This design comes from an exercise in tuning for small area and a short achievable clock period on the open sky130 flow, not from production work.
Function was checked by simulation only, so behaviour that the tests miss may differ from the original.

## 07-10
// processingElement
module processingElement (
    clk,
    reset,
    floatA,
    floatB,
    result
);
Size in the first run: ~3500 cells after synthesis, about 65 flip-flops, ~98 I/O pins, ~26000 sq um of cells after synthesis.
==> flow/config.mk <==
export PLATFORM = sky130hd
export DESIGN_NAME = processingElement
export DESIGN_NICKNAME = processingElement
export VERILOG_FILES = /design/flow/design.v
export SDC_FILE = /design/flow/constraint.sdc
export NUM_CORES = 4
export LEC_CHECK = 0
export ABC_AREA = 1
export CAP_MARGIN = 80
export CORE_MARGIN = 2
export CORE_UTILIZATION = 40
export SLEW_MARGIN = 80
export SYNTH_HIERARCHICAL = 1
==> flow/constraint.sdc <==
create_clock -name core_clock -period 24.0 [get_ports {clk}]
set_input_delay 4.8000 -clock core_clock [delete_from_list [all_inputs] [get_ports {clk}]]
set_output_delay 4.8000 -clock core_clock [all_outputs]
set_load 0.01 [all_outputs]
standard.sh (not shown) runs the stock make flow with config.mk's settings and CLKGATE_MAP_FILE= SYNTH_SCRIPT=/design/flow/synth_recipe.tcl, a recipe that flattens the netlist after the stock synthesis.
==> flow/flow/run.sh <==
#!/bin/bash
# The standard layout (standard.sh: the standard flow's synthesis and ORFS flow, unchanged scripts) with
# two settings passed to ORFS's make:
#  - SETUP_SLACK_MARGIN: repair_timing aims for this much setup slack, so it sizes and buffers
#    the design's paths well beyond the 24 ns the SDC asks for (the SDC itself is unchanged);
#  - BUFFER_PORTS_ARGS: the port buffers that buffer_ports inserts on every input and output
#    are buf_4 cells instead of the delay cell it picks by default.
set -euo pipefail
bash standard.sh SETUP_SLACK_MARGIN=11 "BUFFER_PORTS_ARGS=-buffer_cell sky130_fd_sc_hd__buf_4" finish > standard_flow.log 2>&1
07-10 did not stop at any stage, and its layout met the timing, DRC and antenna checks.
Relative to 07-10, the following input files were edited for 05-20:
==> flow/run.sh (new file) <==
#!/bin/bash
# synth_recipe.tcl (not shown) runs the flow's synth.tcl, then flattens the netlist and writes it again
# the make line also repeats each setting of config.mk as NAME=value (left out here)
make -C /OpenROAD-flow-scripts/flow DESIGN_CONFIG=/design/flow/config.mk WORK_HOME=/design/flow/orfs CLKGATE_MAP_FILE= SYNTH_SCRIPT=/design/flow/synth_recipe.tcl finish
removed: flow/flow/run.sh
removed: flow/standard.sh
[summary]
Comparing 07-10 with 05-20, the count of sequential standard cells came out essentially unchanged.
Sequential share of layout area across 05-20 and 07-10: no real change.
Of 05-20 and 07-10, 07-10 shows the higher per-cell via count in the routed design, with 05-20 below it.
Relative to 07-10, the non-clock buffer count of 05-20 is lower by 12.

========
## v6
processingElement, a different RTL version from the one above (not shown whole).
For scale: roughly 24000 um2 of cells after synthesis.
export LEC_CHECK = 0
export ABC_AREA = 1
export CAP_MARGIN = 60
export CORE_MARGIN = 2
export CORE_UTILIZATION = 40
export SLEW_MARGIN = 60
export SYNTH_HIERARCHICAL = 1
create_clock -name core_clock -period 24.0 [get_ports {clk}]
==> flow/flow/run.sh <==
#!/bin/bash
# The standard layout (standard.sh: the standard flow's synthesis and ORFS flow, unchanged scripts) with
# two settings passed to ORFS's make:
#  - SETUP_SLACK_MARGIN: repair_timing aims for this much setup slack, so it sizes and buffers
#    the design's paths well beyond the 24 ns the SDC asks for (the SDC itself is unchanged);
#  - BUFFER_PORTS_ARGS: the port buffers that buffer_ports inserts on every input and output
#    are buf_4 cells instead of the delay cell it picks by default.
set -euo pipefail
bash standard.sh SETUP_SLACK_MARGIN=12 "BUFFER_PORTS_ARGS=-buffer_cell sky130_fd_sc_hd__buf_4" finish > standard_flow.log 2>&1
Changes in v7 relative to v6:
- putting SETUP_SLACK_MARGIN at 5 where nothing was set
- swapping 60 for 80 in SLEW_MARGIN
- swapping 60 for 80 in CAP_MARGIN
==> flow/run.sh (new file) <==
#!/bin/bash
# synth_recipe.tcl (not shown) runs the flow's synth.tcl, then flattens the netlist and writes it again
# the make line also repeats each setting of config.mk as NAME=value (left out here)
make -C /OpenROAD-flow-scripts/flow DESIGN_CONFIG=/design/flow/config.mk WORK_HOME=/design/flow/orfs CLKGATE_MAP_FILE= SYNTH_SCRIPT=/design/flow/synth_recipe.tcl finish
removed: flow/flow/run.sh
removed: flow/standard.sh
### Flow results
- NOTE pin count of the biggest net entering global routing v6->v7 decreased slightly
- Looking at v7 and v6, the cell count is a wash.
- Comparing v7 and v6, the lower aggregate routed wire length was measured on v7.
- Per the comparison of v7 with v6, count of buffering cells on the critical path with inverters included increased 4, setup slack decreased 1.43 ns.

separate check: timing with driven ports:
The results above use ideal ports. As a check the final layouts listed here were re-extracted and re-timed, cells and wires unchanged. Step 1: set_driving_cell puts a clkbuf_16 on clk and a buf_2 on each other input, an assumption about the parent block. Step 2 also shifts input and output timing later by t, the mid clock arrival at the registers, as if the neighbouring blocks saw the same clock. Three values: no drivers, after step 1, after step 2; two values: the first two.
run | t, ns | slack for setup (ns) | worst setup path after step 2 | slew at the worst register clock pin (ns) | cell pins on the clock port's net
07-10 | 0.395 | 11.104 / 11.054 / 11.449 | register to output | 0.07 / 0.07 | 1
05-20 | 0.390 | 9.740 / 9.693 / 10.083 | register to output | 0.07 / 0.07 | 1
v6 | 0.387 | 12.308 / 12.269 / 11.952 | input to register | 0.06 / 0.06 | 1
v7 | 0.372 | 10.882 / 10.833 / 11.205 | register to output | 0.05 / 0.05 | 1
After both steps setup and hold are still met in every run listed. For v6, which loses most, drivers alone change the setup slack by -0.039 ns; drivers and shift together by -0.356 ns.
